Source: an optimization exercise on an open RTL-to-GDS flow (aim: small area, a short achievable clock period and few clock cycles). Production flows keep margins and buffers that such runs may drop.
Power figures rest on the tool's default switching activity, not on a simulated workload.

==> flow/design.v <==
`timescale 1ns / 1ps
module ALU (
    input  [31:0] a,
    input  [31:0] b,
    input         sub,
    input         op_and,
    input         op_or,
    output [31:0] y
);
wire [31:0] bb = b ^ {32{sub}};
wire [31:0] s;
KSAdd #(.W(32)) add_u (.a(a), .b(bb), .ci(sub), .s(s));
wire op_sum = ~op_and & ~op_or;
assign y = ({32{op_and}} & (a & b)) | ({32{op_or}} & (a | b)) | ({32{op_sum}} & s);
endmodule
module KSAdd #(parameter W = 32) (
    input  [W-1:0] a,
    input  [W-1:0] b,
    input          ci,
    output [W-1:0] s
);
localparam L = $clog2(W + 1);
wire [W:0] g0 = {a & b, ci};
wire [W:0] p0 = {a ^ b, 1'b0};
wire [W:0] g [0:L];
wire [W:0] p [0:L];
assign g[0] = g0;
assign p[0] = p0;
genvar k, i;
generate
    for (k = 0; k < L; k = k + 1) begin : lvl
        for (i = 0; i <= W; i = i + 1) begin : bit_
            if (i >= (1 << k)) begin : comb
                assign g[k+1][i] = g[k][i] | (p[k][i] & g[k][i - (1 << k)]);
                assign p[k+1][i] = p[k][i] & p[k][i - (1 << k)];
            end else begin : pass
                assign g[k+1][i] = g[k][i];
                assign p[k+1][i] = p[k][i];
            end
        end
    end
endgenerate
assign s = p0[W:1] ^ g[L][W-1:0];
endmodule
`timescale 1ns / 1ps
module RegFile (
    input         clk,
    input  [4:0]  ra1,
    input  [4:0]  ra2,
    output [31:0] rd1,
    output [31:0] rd2,
    input         we,
    input  [4:0]  wa,
    input  [31:0] wd
);
reg [31:0] regmemory [0:31];
assign rd1 = regmemory[ra1];
assign rd2 = regmemory[ra2];
always @(posedge clk)
    if (we) regmemory[wa] <= wd;
endmodule
`timescale 1ns / 1ps
module top_module(
    input clk,
    input reset,
    output [9:0] mem_addr,
    output [31:0] mem_wdata,
    output mem_we,
    input [31:0] mem_rdata
    );
reg  [9:0]  addr;       
reg  [9:0]  rpc;        
reg         mcyc;       
reg         we;         
reg  [31:0] wd;         
reg         m_lw;       
reg  [4:0]  m_dest;     
reg         x_wb;       
reg         x_lw, x_sw, x_beq;
reg         x_sub, x_and, x_or;
reg         x_fa, x_fb;  
reg         x_la, x_lb;  
reg  [4:0]  x_dest;
reg  [9:0]  x_imm;
reg  [9:0]  x_btgt;
reg  [31:0] A, B;
reg         w_v;
reg  [4:0]  w_dest;
reg  [31:0] WR;
assign mem_addr  = addr;
assign mem_we    = we;
assign mem_wdata = wd;
wire [31:0] ins  = mem_rdata;
wire [5:0]  op   = ins[31:26];
wire [4:0]  f_rs = ins[25:21];
wire [4:0]  f_rt = ins[20:16];
wire [4:0]  f_rd = ins[15:11];
wire [5:0]  fn   = ins[5:0];
wire f_r    = (op == 6'b000000);
wire f_addi = (op == 6'b001000);
wire f_lw   = (op == 6'b100011);
wire f_sw   = (op == 6'b101011);
wire f_beq  = (op == 6'b000100);
wire f_j    = (op == 6'b000010);
wire [31:0] opa = x_fa ? WR : A;
wire [31:0] opb = x_fb ? WR : B;
wire [31:0] alu;
ALU alu_u (.a(opa), .b(opb), .sub(x_sub), .op_and(x_and), .op_or(x_or), .y(alu));
wire        x_eq     = (opa == opb);
wire        redirect = x_beq & x_eq;
wire        x_mem    = x_lw | x_sw;
wire [9:0]  daddr    = opa[9:0] + x_imm;
wire [31:0] rf1, rf2;
wire        rf_we = mcyc ? m_lw : w_v;
wire [4:0]  rf_wa = mcyc ? m_dest : w_dest;
wire [31:0] rf_wd = mcyc ? mem_rdata : WR;
RegFile regfile (.clk(clk), .ra1(f_rs), .ra2(f_rt), .rd1(rf1), .rd2(rf2),
                 .we(rf_we), .wa(rf_wa), .wd(rf_wd));
wire        x_prod = x_wb;                  
wire        wbyp1  = w_v & (w_dest == f_rs);
wire        wbyp2  = w_v & (w_dest == f_rt);
wire [31:0] f_a    = wbyp1 ? WR : rf1;
wire [31:0] f_b    = f_addi ? {{16{ins[15]}}, ins[15:0]} : (wbyp2 ? WR : rf2);
wire [9:0]  addr_p1 = addr + 10'd1;
wire [9:0]  f_btgt;
KSAdd #(.W(10)) btgt_u (.a(addr), .b(ins[9:0]), .ci(1'b1), .s(f_btgt));
wire        f_bsame = f_beq & (f_rs == f_rt);    
wire [9:0]  f_next  = f_j ? ins[9:0] : f_bsame ? f_btgt : addr_p1;
always @(posedge clk) begin
    w_dest <= x_dest;
    WR     <= alu;
end
always @(posedge clk) begin
    wd     <= opb;       
    m_dest <= x_dest;
    m_lw   <= x_lw;
    if (reset) begin
        addr  <= 10'd0;
        mcyc  <= 1'b0;
        we    <= 1'b0;
        x_wb  <= 1'b0;
        x_lw  <= 1'b0;
        x_sw  <= 1'b0;
        x_beq <= 1'b0;
        w_v   <= 1'b0;
    end else if (mcyc) begin
        addr   <= rpc;
        mcyc   <= 1'b0;
        we     <= 1'b0;
        w_v    <= 1'b0;
        if (x_la) A <= mem_rdata;
        if (x_lb) B <= mem_rdata;
    end else begin
        if (redirect) begin
            addr <= x_btgt;
        end else if (x_mem) begin
            addr <= daddr;
            rpc  <= f_next;
        end else begin
            addr <= f_next;
        end
        mcyc   <= x_mem;
        we     <= x_sw;
        w_v    <= x_wb;
        x_wb   <= ~redirect & (f_r | f_addi);
        x_lw   <= ~redirect & f_lw;
        x_sw   <= ~redirect & f_sw;
        x_beq  <= ~redirect & f_beq & ~f_bsame;
        x_sub  <= f_r & (fn == 6'b100010);
        x_and  <= f_r & (fn == 6'b100100);
        x_or   <= f_r & (fn != 6'b100000) & (fn != 6'b100010) & (fn != 6'b100100);
        x_fa   <= x_prod & (x_dest == f_rs);
        x_fb   <= x_prod & (x_dest == f_rt) & ~f_addi;
        x_la   <= x_lw & (x_dest == f_rs);
        x_lb   <= x_lw & (x_dest == f_rt) & ~f_addi;
        x_dest <= f_r ? f_rd : f_rt;
        x_imm  <= ins[9:0];
        x_btgt <= f_btgt;
        A <= f_a;
        B <= f_b;
    end
end
endmodule
Settings: LEC_CHECK=0, ABC_CLOCK_PERIOD_IN_PS=3000, CAP_MARGIN=20, CORE_MARGIN=2, CORE_UTILIZATION=40, PLACE_DENSITY=0.6, SETUP_SLACK_MARGIN=5, SLEW_MARGIN=20; clock period 9.0 ns.
standard.sh (not shown) runs the stock make flow with config.mk's settings and CLKGATE_MAP_FILE= SYNTH_SCRIPT=/design/flow/synth_recipe.tcl, a recipe that flattens the netlist after the stock synthesis.
==> flow/flow/run.sh <==
#!/bin/bash
set -euo pipefail
bash standard.sh SETUP_SLACK_MARGIN=5.6 finish > make.log 2>&1
Rerun with:
--- a/flow/design.v
+++ b/flow/design.v
@@ -78,9 +78,8 @@
 reg         x_wb;       
 reg         x_lw, x_sw, x_beq;
 reg         x_sub, x_and, x_or;
 reg         x_fa, x_fb;  
-reg         x_la, x_lb;  
 reg  [4:0]  x_dest;
 reg  [9:0]  x_imm;
 reg  [9:0]  x_btgt;
 reg  [31:0] A, B;
@@ -110,14 +109,11 @@
 wire        redirect = x_beq & x_eq;
 wire        x_mem    = x_lw | x_sw;
 wire [9:0]  daddr    = opa[9:0] + x_imm;
 wire [31:0] rf1, rf2;
-wire        rf_we = mcyc ? m_lw : w_v;
-wire [4:0]  rf_wa = mcyc ? m_dest : w_dest;
-wire [31:0] rf_wd = mcyc ? mem_rdata : WR;
 RegFile regfile (.clk(clk), .ra1(f_rs), .ra2(f_rt), .rd1(rf1), .rd2(rf2),
-                 .we(rf_we), .wa(rf_wa), .wd(rf_wd));
-wire        x_prod = x_wb;                  
+                 .we(w_v), .wa(w_dest), .wd(WR));
+wire        x_prod = x_wb | x_lw;           
 wire        wbyp1  = w_v & (w_dest == f_rs);
 wire        wbyp2  = w_v & (w_dest == f_rt);
 wire [31:0] f_a    = wbyp1 ? WR : rf1;
 wire [31:0] f_b    = f_addi ? {{16{ins[15]}}, ins[15:0]} : (wbyp2 ? WR : rf2);
@@ -126,13 +122,17 @@
 KSAdd #(.W(10)) btgt_u (.a(addr), .b(ins[9:0]), .ci(1'b1), .s(f_btgt));
 wire        f_bsame = f_beq & (f_rs == f_rt);    
 wire [9:0]  f_next  = f_j ? ins[9:0] : f_bsame ? f_btgt : addr_p1;
 always @(posedge clk) begin
-    w_dest <= x_dest;
-    WR     <= alu;
+    if (mcyc) begin
+        w_dest <= m_dest;
+        WR     <= mem_rdata;
+    end else begin
+        w_dest <= x_dest;
+        WR     <= alu;
+    end
 end
 always @(posedge clk) begin
-    wd     <= opb;       
     m_dest <= x_dest;
     m_lw   <= x_lw;
     if (reset) begin
         addr  <= 10'd0;
@@ -146,11 +146,9 @@
     end else if (mcyc) begin
         addr   <= rpc;
         mcyc   <= 1'b0;
         we     <= 1'b0;
-        w_v    <= 1'b0;
-        if (x_la) A <= mem_rdata;
-        if (x_lb) B <= mem_rdata;
+        w_v    <= m_lw;
     end else begin
         if (redirect) begin
             addr <= x_btgt;
         end else if (x_mem) begin
@@ -160,8 +158,9 @@
             addr <= f_next;
         end
         mcyc   <= x_mem;
         we     <= x_sw;
+        wd     <= opb;
         w_v    <= x_wb;
         x_wb   <= ~redirect & (f_r | f_addi);
         x_lw   <= ~redirect & f_lw;
         x_sw   <= ~redirect & f_sw;
@@ -170,10 +169,8 @@
         x_and  <= f_r & (fn == 6'b100100);
         x_or   <= f_r & (fn != 6'b100000) & (fn != 6'b100010) & (fn != 6'b100100);
         x_fa   <= x_prod & (x_dest == f_rs);
         x_fb   <= x_prod & (x_dest == f_rt) & ~f_addi;
-        x_la   <= x_lw & (x_dest == f_rs);
-        x_lb   <= x_lw & (x_dest == f_rt) & ~f_addi;
         x_dest <= f_r ? f_rd : f_rt;
         x_imm  <= ins[9:0];
         x_btgt <= f_btgt;
         A <= f_a;
Routed wire length is lower slightly.
Clock power is higher slightly.
Critical path depth is higher by 2.
Sequential share of layout area is higher by 1.7 points.
Die area stays flat.
Final area is lower by a few percent.
Final cell count is lower slightly.
Clock-buffer cell count is higher by 23.
No run of this note included a check of the RTL's function; only the layout flow was run.

-- what the ideal ports hide --
The results above use ideal ports. As a check the final layouts listed here were re-extracted and re-timed, cells and wires unchanged.
Step 1 assumes that a clkbuf_16 drives the clock port and a buf_2 every other input.
Step 2, shift: input delay + t, output delay - t, t = (earliest + latest rising clock arrival at the registers) / 2. This alone moves slack from input paths to output paths.
a / b / c = ideal / step 1 / step 2; a / b = the first two.
run | t (ns) | slack for setup (ns) | worst hold slack (ns) | worst setup path at the end | clock arrival spread, ns
the first run | 0.840 | 5.337 / 5.326 / 4.486 | 0.451 / 0.451 / 0.451 | input to register | 0.041 / 0.040
the second run | 0.865 | 5.380 / 5.380 / 4.539 | 0.415 / 0.415 / 0.415 | input to register | 0.033 / 0.033
After both steps setup and hold are still met in every run listed. For the first run, which loses most, drivers alone change the setup slack by -0.011 ns; drivers and shift together by -0.851 ns.
